Source: an optimization exercise on an open RTL-to-GDS flow (aim: a short achievable clock period and few clock cycles). Production flows keep margins and buffers that such runs may drop.
Only simulation tests tie the RTL to the original design; equivalence was not proved.
Power and IR drop assume default switching activity.

===== constraint.sdc =====
create_clock -name core_clock -period 5.5 [get_ports {clk}]
set_input_delay 1.1000 -clock core_clock [delete_from_list [all_inputs] [get_ports {clk}]]
set_output_delay 1.1000 -clock core_clock [all_outputs]
set_load 0.01 [all_outputs]

===== design.v =====
module mips(input  logic       clk, reset,
            input  logic [7:0] memdata,
            output logic [7:0] adr,
            output logic       memread, memwrite,
            output logic [7:0] writedata);
  logic       alusrca, iord, memtoreg, hit, cachewrite, morc, morw, pcen, regdst;
  logic       regwrite, zero;
  logic [2:0] alucontrol;
  logic [1:0] alusrcb;
  logic [5:0] funct;
  logic [3:0] irwrite;
  logic [7:0] cachedata, dpdata, cacheout;
  logic [5:0] op;
  logic [1:0] pcsrc;
  cache cache_0(.address(adr), .clk(clk), .reset(reset), .data_in(cachedata),
                .we(cachewrite), .data_out(cacheout), .hit(hit));
  controller_plabased controll_0(clk, reset, hit, op, funct, zero, memread, memwrite,
                    cachewrite, morc, morw,
                    alusrca, memtoreg, iord, pcen, regwrite, regdst,
                    pcsrc, alusrcb, alucontrol, irwrite);
  datapath0 #(8, 3)
            dp(clk, reset, dpdata, alusrca, memtoreg, iord, pcen,
               regwrite, regdst, pcsrc, alusrcb, irwrite, alucontrol,
               zero, op, funct, adr, writedata);
  mux2 #(8) cachemux(memdata, writedata, morw, cachedata);
  mux2 #(8) dpmux(memdata, cacheout, morc, dpdata);
endmodule
module controller_plabased(input  logic       clk, reset, hit,
                           input  logic [5:0] op,
                           input  logic [5:0] funct,
                           input  logic       zero,
                           output logic       memread, memwrite, cachewrite, morc, morw, alusrca,
                           output logic       memtoreg, iord, pcen,
                           output logic       regwrite, regdst,
                           output logic [1:0] pcsrc, alusrcb,
                           output logic [2:0] alucontrol,
                           output logic [3:0] irwrite);
  logic            pcwrite, branch;
  logic     [1:0]  aluop;
  logic     [10:0] in;
  logic            cw, cr;
  logic     [26:0] out;
  logic     [4:0]  state;
  logic     [4:0]  nextstate;
  always_ff @(posedge clk)
     if(reset) state <= 5'b00000;
     else      state <= nextstate;
  assign in = {op,state};
  assign {aluop, branch, pcwrite, irwrite, alusrcb, pcsrc, regdst, regwrite,
          iord, memtoreg, alusrca, memwrite, memread, nextstate, cw, cr, morw} = out;
  assign cachewrite = cw | (cr & ~hit);
  assign morc       = cr & hit;
  aludec  ac(aluop, funct, alucontrol);
  assign pcen = pcwrite | (branch & zero);  
  always_comb
    casez(in)
      11'b??????00000: out = 27'b000000000000000000010000000;
      11'b??????10000: out = 27'b000100010100000000100001010;
      11'b??????00001: out = 27'b000000000000000000010001000;
      11'b??????10001: out = 27'b000100100100000000100010010;
      11'b??????00010: out = 27'b000000000000000000010010000;
      11'b??????10010: out = 27'b000101000100000000100011010;
      11'b??????00011: out = 27'b000000000000000000010011000;
      11'b??????10011: out = 27'b000110000100000000100100010;
      11'b10000000100: out = 27'b000000001100000000000101000;
      11'b10100000100: out = 27'b000000001100000000000101000;
      11'b00000000100: out = 27'b000000001100000000001001000;
      11'b00010000100: out = 27'b000000001100000000001011000;
      11'b00001000100: out = 27'b000000001100000000001100000;
      11'b10000000101: out = 27'b000000001000000010000110000;
      11'b10100000101: out = 27'b000000001000000010001000000;
      11'b??????00110: out = 27'b000000001000000010010110000;
      11'b??????10110: out = 27'b000000000000001000100111010;
      11'b??????00111: out = 27'b000000000000010100000000000;
      11'b??????01000: out = 27'b000000000000001001000000101;
      11'b??????01001: out = 27'b100000000000000010001010000;
      11'b??????01010: out = 27'b000000000000110000000000000;
      11'b??????01011: out = 27'b011000000001000010000000000;
      11'b??????01100: out = 27'b000100000010000000000000000;
      default:          out = 27'b000000000000000000000000000;
    endcase
endmodule
module aludec(input  logic [1:0] aluop,
              input  logic [5:0] funct,
              output logic [2:0] alucontrol);
  localparam logic [5:0] ADD = 6'b100000,
                         SUB = 6'b100010,
                         AND = 6'b100100,
                         OR  = 6'b100101,
                         SLT = 6'b101010;
  always_comb
    case (aluop)
      2'b00: alucontrol = 3'b010;   
      2'b01: alucontrol = 3'b110;   
      default: case(funct)       
                 ADD: alucontrol = 3'b010;
                 SUB: alucontrol = 3'b110;
                 AND: alucontrol = 3'b000;
                 OR:  alucontrol = 3'b001;
                 SLT: alucontrol = 3'b111;
                 default:   alucontrol = 3'b101;  
               endcase
    endcase
endmodule
module datapath0 #(parameter WIDTH = 8, REGBITS = 3)
                 (input  logic             clk, reset,
                  input  logic [WIDTH-1:0] memdata,
                  input  logic             alusrca, memtoreg, iord,
                  input  logic             pcen, regwrite, regdst,
                  input  logic [1:0]       pcsrc, alusrcb,
                  input  logic [3:0]       irwrite,
                  input  logic [2:0]       alucontrol,
                  output logic             zero,
                  output logic [5:0]       op,
                  output logic [5:0]       funct,
                  output logic [WIDTH-1:0] adr, writedata);
  logic [REGBITS-1:0] ra1, ra2, wa;
  logic [WIDTH-1:0]   pc, nextpc, data, rd1, rd2, wd, a, srca,
                      srcb, aluresult, aluout, immx4;
  logic [31:0]        instr;
  localparam logic [WIDTH-1:0] CONST_ONE = 1;
  assign op = instr[31:26];
  assign funct = instr[5:0];
  assign immx4 = {instr[WIDTH-3:0],2'b00};
  assign ra1 = instr[REGBITS+20:21];
  assign ra2 = instr[REGBITS+15:16];
  mux2       #(REGBITS) regmux(instr[REGBITS+15:16],
                               instr[REGBITS+10:11], regdst, wa);
  flopen     #(8)      ir0(clk, irwrite[0], memdata[7:0], instr[7:0]);
  flopen     #(8)      ir1(clk, irwrite[1], memdata[7:0], instr[15:8]);
  flopen     #(8)      ir2(clk, irwrite[2], memdata[7:0], instr[23:16]);
  flopen     #(8)      ir3(clk, irwrite[3], memdata[7:0], instr[31:24]);
  flopenr    #(WIDTH)  pcreg(clk, reset, pcen, nextpc, pc);
  flop       #(WIDTH)  datareg(clk, memdata, data);
  flop       #(WIDTH)  areg(clk, rd1, a);
  flop       #(WIDTH)  wrdreg(clk, rd2, writedata);
  flop       #(WIDTH)  resreg(clk, aluresult, aluout);
  mux2       #(WIDTH)  adrmux(pc, aluout, iord, adr);
  mux2       #(WIDTH)  src1mux(pc, a, alusrca, srca);
  mux4       #(WIDTH)  src2mux(writedata, CONST_ONE, instr[WIDTH-1:0],
                               immx4, alusrcb, srcb);
  mux3       #(WIDTH)  pcmux(aluresult, aluout, immx4,
                             pcsrc, nextpc);
  mux2       #(WIDTH)  wdmux(aluout, data, memtoreg, wd);
  regfile    #(WIDTH,REGBITS) rf(clk, regwrite, ra1, ra2,
                                 wa, wd, rd1, rd2);
  alu        #(WIDTH) alunit(srca, srcb, alucontrol, aluresult, zero);
endmodule
module alu #(parameter WIDTH = 8)
            (input  logic [WIDTH-1:0] a, b,
             input  logic [2:0]       alucontrol,
             output logic [WIDTH-1:0] result,
             output logic             zero);
  logic [WIDTH-1:0] b2, andresult, orresult, sumresult, sltresult;
  andN    andblock(a, b, andresult);
  orN     orblock(a, b, orresult);
  condinv binv(b, alucontrol[2], b2);
  adder   addblock(a, b2, alucontrol[2], sumresult);
  assign sltresult = {{(WIDTH-1){1'b0}}, sumresult[WIDTH-1]};
  mux4 resultmux(andresult, orresult, sumresult, sltresult, alucontrol[1:0], result);
  zerodetect #(WIDTH) zd(result, zero);
endmodule
module regfile #(parameter WIDTH = 8, REGBITS = 3)
                (input  logic               clk,
                 input  logic               regwrite,
                 input  logic [REGBITS-1:0] ra1, ra2, wa,
                 input  logic [WIDTH-1:0]   wd,
                 output logic [WIDTH-1:0]   rd1, rd2);
   logic [WIDTH-1:0] RAM [2**REGBITS-1:0];
  always @(posedge clk)
    if (regwrite) RAM[wa] <= wd;
  assign rd1 = (ra1 != 0) ? RAM[ra1] : 0;
  assign rd2 = (ra2 != 0) ? RAM[ra2] : 0;
endmodule
module zerodetect #(parameter WIDTH = 8)
                   (input  logic [WIDTH-1:0] a,
                    output logic             y);
   assign y = (a==0);
endmodule
module flop #(parameter WIDTH = 8)
             (input  logic             clk,
              input  logic [WIDTH-1:0] d,
              output logic [WIDTH-1:0] q);
  always_ff @(posedge clk)
    q <= d;
endmodule
module flopen #(parameter WIDTH = 8)
               (input  logic             clk, en,
                input  logic [WIDTH-1:0] d,
                output logic [WIDTH-1:0] q);
  always_ff @(posedge clk)
    if (en) q <= d;
endmodule
module flopenr #(parameter WIDTH = 8)
                (input  logic             clk, reset, en,
                 input  logic [WIDTH-1:0] d,
                 output logic [WIDTH-1:0] q);
  always_ff @(posedge clk)
    if      (reset) q <= 0;
    else if (en)    q <= d;
endmodule
module mux2 #(parameter WIDTH = 8)
             (input  logic [WIDTH-1:0] d0, d1,
              input  logic             s,
              output logic [WIDTH-1:0] y);
  assign y = s ? d1 : d0;
endmodule
module mux3 #(parameter WIDTH = 8)
             (input  logic [WIDTH-1:0] d0, d1, d2,
              input  logic [1:0]       s,
              output logic [WIDTH-1:0] y);
  always_comb
    casez (s)
      2'b00:   y = d0;
      2'b01:   y = d1;
      default: y = d2;
    endcase
endmodule
module mux4 #(parameter WIDTH = 8)
             (input  logic [WIDTH-1:0] d0, d1, d2, d3,
              input  logic [1:0]       s,
              output logic [WIDTH-1:0] y);
  always_comb
    case (s)
      2'b00: y = d0;
      2'b01: y = d1;
      2'b10: y = d2;
      2'b11: y = d3;
    endcase
endmodule
module andN #(parameter WIDTH = 8)
             (input  logic [WIDTH-1:0] a, b,
              output logic [WIDTH-1:0] y);
  assign y = a & b;
endmodule
module orN #(parameter WIDTH = 8)
            (input  logic [WIDTH-1:0] a, b,
             output logic [WIDTH-1:0] y);
  assign y = a | b;
endmodule
module inv #(parameter WIDTH = 8)
            (input  logic [WIDTH-1:0] a,
             output logic [WIDTH-1:0] y);
  assign y = ~a;
endmodule
module condinv #(parameter WIDTH = 8)
                (input  logic [WIDTH-1:0] a,
                 input  logic             invert,
                 output logic [WIDTH-1:0] y);
  logic [WIDTH-1:0] ab;
  inv  inverter(a, ab);
  mux2 invmux(a, ab, invert, y);
endmodule
module adder #(parameter WIDTH = 8)
              (input  logic [WIDTH-1:0] a, b,
               input  logic             cin,
               output logic [WIDTH-1:0] y);
  assign y = a + b + cin;
endmodule
module cache(input  logic [7:0] address,
             input  logic       clk, reset,
             input  logic [7:0] data_in,
             input  logic       we,
             output logic [7:0] data_out,
             output logic       hit);
  logic [15:0] wl;
  logic [3:0]  tag_out;
  logic        valid_out, tag_match;
  decoder dec(address[3:0], wl);
  sram sram_0(clk, reset, we, wl, we, address[7:4], data_in, tag_out, data_out, valid_out);
  assign tag_match = (address[7:4] == tag_out);
  assign hit = valid_out & tag_match;
endmodule
module sram(clk, reset, we, wl, valid_in, tag_in, data_in, tag_out, data_out, valid_out);
	input logic clk;
	input logic reset;
	input logic we;
	input logic valid_in;
	input logic [15:0] wl;
	input logic [3:0] tag_in;
	input logic [7:0] data_in;
	output logic [3:0] tag_out;
	output logic [7:0] data_out;
	output logic valid_out;
	logic [7:0] ramD[15:0];
	logic [3:0] ramT[15:0];
	logic [15:0] ramV;
	logic [3:0] addr;
	encoder enc(wl, addr);
	always @ (posedge clk)
	begin
		if (we)
		begin
			ramT[addr] <= tag_in;
			ramD[addr] <= data_in;
		end
	end
	always @ (posedge clk)
	begin
		if (reset)
			ramV <= 16'b0;
		else if (we)
			ramV[addr] <= valid_in;
	end
	assign	tag_out = ramT[addr];
	assign	data_out = ramD[addr];
	assign 	valid_out = ramV[addr];
endmodule
module encoder(input logic [15:0] in, output logic [3:0] out);
	always_comb
	  casez (in)
		  16'b0000000000000001 : out = 0;
		  16'b0000000000000010 : out = 1;
		  16'b0000000000000100 : out = 2;
		  16'b0000000000001000 : out = 3;
		  16'b0000000000010000 : out = 4;
		  16'b0000000000100000 : out = 5;
		  16'b0000000001000000 : out = 6;
		  16'b0000000010000000 : out = 7;
		  16'b0000000100000000 : out = 8;
		  16'b0000001000000000 : out = 9;
		  16'b0000010000000000 : out = 10;
		  16'b0000100000000000 : out = 11;
		  16'b0001000000000000 : out = 12;
		  16'b0010000000000000 : out = 13;
		  16'b0100000000000000 : out = 14;
		  16'b1000000000000000 : out = 15;
	  default: out = 4'b0;
	  endcase
endmodule
module decoder(input logic [3:0] in, output logic [15:0] out);
	always_comb
	  case (in)
		  0 : out = 16'b0000000000000001;
		  1 : out = 16'b0000000000000010;
		  2 : out = 16'b0000000000000100;
		  3 : out = 16'b0000000000001000;
		  4 : out = 16'b0000000000010000;
		  5 : out = 16'b0000000000100000;
		  6 : out = 16'b0000000001000000;
		  7 : out = 16'b0000000010000000;
		  8 : out = 16'b0000000100000000;
		  9 : out = 16'b0000001000000000;
		  10 : out = 16'b0000010000000000;
		  11 : out = 16'b0000100000000000;
		  12 : out = 16'b0001000000000000;
		  13 : out = 16'b0010000000000000;
		  14 : out = 16'b0100000000000000;
		  15 : out = 16'b1000000000000000;
	  endcase
endmodule

===== config.mk =====
export PLATFORM = sky130hd
export DESIGN_NAME = mips
export DESIGN_NICKNAME = mips
export VERILOG_FILES = /design/flow/design.v
export SDC_FILE = /design/flow/constraint.sdc
export NUM_CORES = 4
export LEC_CHECK = 0
export CAP_MARGIN = 20
export CORE_MARGIN = 2
export CORE_UTILIZATION = 40
export SLEW_MARGIN = 20

===== run.sh =====
#!/bin/bash
# synth_recipe.tcl (not shown) runs the flow's synth.tcl, then flattens the netlist and writes it again
# the make line also repeats each setting of config.mk as NAME=value (left out here)
make -C /OpenROAD-flow-scripts/flow DESIGN_CONFIG=/design/flow/config.mk WORK_HOME=/design/flow/orfs CLKGATE_MAP_FILE= SYNTH_SCRIPT=/design/flow/synth_recipe.tcl finish

==> impl_metrics.json <==
{
  "status": "complete, no violations",
  "start_util_pct": 40.8,
  "cp_max_fo": 9,
  "die_y_um": 200,
  "gp_congestion": 0.887,
  "clkTransAtPathRegs_ps": 60,
  "async_flop_share_pct": 0,
  "wl_met3_um": 2470,
  "ios": 28,
  "final_hold_viol_count": 0,
  "finalCritPeriodShare_pct": 92.7,
  "hp-class": "flip-flop to flip-flop",
  "clock_sinks": 334,
  "wirelength_um": 40400,
  "cts-root-buf": "clkbuf_16",
  "die-area_um2": 40200,
  "grt_pass1_wl_um": 61600,
  "synth-main-ff-cell": "edfxtp_1",
  "clock.fmax_mhz": 196,
  "cts_tree": "yes",
  "whs_ps": 487,
  "cts_buffers": 38,
  "htree_levels": 2,
  "rsz0062_at_grt": "false",
  "setup_viol": 0,
  "worst_pin_slew_ps": 1100,
  "coreArea_um2": 37800,
  "cts_resized": 0,
  "port_buffers": 27,
  "diodes": 0,
  "max_cap_violations": 0,
  "rows": 71,
  "required_ps": 5910,
  "hold_buffers": 0,
  "p_leak_nw": 5.96,
  "cts_setup_buffers": 0,
  "ant_nets": 0,
  "wl_met2_um": 18300,
  "drt-initial-drc-count": 976,
  "finalCriticalPeriod_ps": 5100,
  "power_mw": 6.04,
  "netlist_instances": 1155,
  "yosysUniqueCellTypes": 83,
  "drv_slew": 0,
  "synth_top_area_share_pct": 53.1,
  "m1WireLength_um": 18900,
  "grtUsageTotal_pct": 20.0,
  "p_per_area_nw_per_um2": 345,
  "n_fill_cell": 3424,
  "synth-seq-cells": 334,
  "grt_max_degree": 35,
  "avgRoutedWirePerCell_um": 23.4,
  "highest_layer": "met4",
  "tns_ps": 0,
  "arrival_ps": 5510,
  "final_nets": 1210,
  "synth_area_leader_cell": "edfxtp_1",
  "grt_remaining_overflow": 0,
  "drcViolationCount": 0,
  "clk_latency_ps": 540,
  "critPathCaptureType": "flip-flop",
  "skew_ps": 23.9,
  "fp.dieW_um": 200,
  "ff_latch_area_um2": 9420,
  "multi_input_comb_area_um2": 5660,
  "syn-num-nets": 1177,
  "hpwl_um": 26900,
  "antenna_found_initial": 0,
  "drive_gt1_share_pct": 16.9,
  "avgSynthCellArea_um2": 13.4,
  "synth_warnings": 12,
  "syn_area_um2": 15400,
  "via_count": 10100,
  "slew_headroom_pct": 26.7,
  "dr.pass1.iters": 5,
  "vias_per_cell": 5.84,
  "setup.worst_path.start_class": "flip-flop",
  "first_global_vias": 9893,
  "ys_top_cells_by_area": "edfxtp_1, dfxtp_1, mux4_2",
  "ys_seq_area_share_pct": 61.0,
  "synth_edf_count": 273,
  "area_growth_pct": 13.6,
  "ir_worst_vdd_mv": 0.241,
  "worst-setup-path-type": "flip-flop to flip-flop",
  "clockBufferDepth": 3,
  "finish.utilization_pct": 46.3
}
critical path, cell delays in order, from the launching register on:
cell and delay, ps:
edfxtp_1 460, or3_1 470, o31a_1 430, nor2_2 360, nand2_1 90, a21oi_1 220
xnor2_1 140, ha_1 310, nand2_1 90, a21oi_1 210, mux2_2 380, o21a_1 190
a311o_1 330, o211ai_2 230, nand4_2 150, o31ai_4 430, buf_4 230, nor2_1 50
a211oi_1 220
metal layers:
metal  GRT usage, %  up-vias
met5              0        -
met4           4.68        0
met3           2.61       60
met2           31.3      366
met1           29.8     5090
li1               -     4556
logic make-up after synthesis:
kind of cell	after synthesis	share of synthesized area [%]
AOI/OAI and AO/OA	236	10.9
and+or+nand+nor	336	10.6
adders and majority gates	14	1.15
buffers and inverters	90	2.54
muxes	124	12.6
DFF	334	61.0
xor gates and xnor gates	21	1.19
power by group:
group          switching, mW  internal [mW]
Clock                  0.999           1.44
Sequential            0.0789           2.84
Combinational          0.431          0.251
final timing paths:
kind	startpoint	to	slack [ps]	cells past startpoint
worst max-delay path	dp.ir3.q[4]	dp.pcreg.q[2]	400	18
worst max register to register	dp.ir3.q[4]	dp.pcreg.q[2]	400	18
worst min register to register	cache_0.sram_0.ramV[8]	cache_0.sram_0.ramV[8]	490	1
worst min-delay path	cache_0.sram_0.ramV[8]	cache_0.sram_0.ramV[8]	490	1
stage by stage:
| step | cells | setup WS, ps | cell area [um2] |
|---|---|---|---|
| 2_1_floorplan | 1155 | 1090 | 15400 |
| 3_3_place_gp | 1658 | 565 | 16300 |
| 3_5_place_dp | 1658 | 417 | 16300 |
| 4_1_cts | 1725 | 405 | 17500 |
| 5_1_grt | 1726 | 25.4 | 17500 |
| 6_report | 1726 | 401 | 17500 |
cells in the final DEF (no fill, tap or decap), types with 6 or more instances in the layout:
| cell type | n |
|---|---|
| edfxtp_1 | 273 |
| xor2_1 | 9 |
| a211oi_1 | 6 |
| o31ai_1 | 11 |
| dfxtp_1 | 61 |
| o21ai_0 | 39 |
| mux2i_1 | 28 |
| a21oi_1 | 46 |
| nor3_1 | 18 |
| clkinv_1 | 6 |
| buf_4 | 26 |
| and2_1 | 10 |
| mux4_2 | 52 |
| ha_1 | 11 |
| inv_1 | 27 |
| a22oi_1 | 36 |
| a221oi_1 | 10 |
| xnor2_1 | 12 |
| clkbuf_1 | 9 |
| a32oi_1 | 13 |
| and3_1 | 33 |
| mux2_2 | 40 |
| clkbuf_16 | 40 |
| clkdlybuf4s50_1 | 27 |
| a221o_1 | 7 |
| nand2_1 | 127 |
| a31oi_1 | 8 |
| nand2b_1 | 12 |
| or2_2 | 6 |
| nor2_1 | 69 |
| nand3_1 | 22 |
area by class of cell:
cell class | count | share of cell area [%]
Sequential cell | 334 | 53.7
Multi-Input combinational cell | 731 | 32.3
Clock buffer | 50 | 5.98
Tap cell | 511 | 3.65
Timing Repair Buffer | 55 | 2.85
Clock inverter | 17 | 0.956
Inverter | 28 | 0.599
state kept, by name (all words and copies together) (netlist names), 6 cells and up:
name and flops:
dp.rf.RAM 58, dp.datareg.q 8, dp.resreg.q 8, cache_0.sram_0.ramT 64, cache_0.sram_0.ramD 128, dp.wrdreg.q 8
dp.pcreg.q 8, dp.ir3.q 6, dp.ir0.q 8, dp.ir2.q 6, dp.areg.q 8, cache_0.sram_0.ramV 16
Yosys cell counts, types with 5 or more instances:
master and n:
mux2_2 40, nor2_1 69, a221oi_1 10, and3_1 33, nand2_1 127, mux4_2 52
nand2b_1 12, a22o_1 5, nand4_1 5, buf_2 13, or2_2 6, o22ai_1 5
a31oi_1 8, ha_1 11, o21ai_0 39, a32oi_1 13, inv_1 27, a211oi_1 6
a21o_1 5, clkbuf_1 35, dfxtp_1 61, o211ai_1 5, o21a_1 5, mux2i_1 30
nor2b_1 5, a21oi_1 46, a22oi_1 36, edfxtp_1 273, xnor2_1 12, nor3_1 19
and2_1 10, buf_1 7, nand3_1 22, xor2_1 9, o31ai_1 11, a221o_1 7
Testbench counts, summed over its fixed seeds: cycles 407,160.

## re-timing with driven ports
The results above use ideal ports. As a check the final layout listed here was re-extracted and re-timed, cells and wires unchanged. Step 1 assumes that a clkbuf_16 drives the clock port and a buf_2 every other input. Step 2 also shifts input and output timing later by t, the mid clock arrival at the registers, as if the neighbouring blocks saw the same clock. Slacks: ideal / step 1 / step 2; pairs: ideal / step 1.
shift t [ns]: 0.576
setup slack, ns: 0.401 / 0.401 / 0.401
slew at the worst register clock pin (ns): 0.06 / 0.06
After both steps this run still meets setup and hold. For this run, drivers alone change the setup slack by 0.000 ns; drivers and shift together by 0.000 ns.
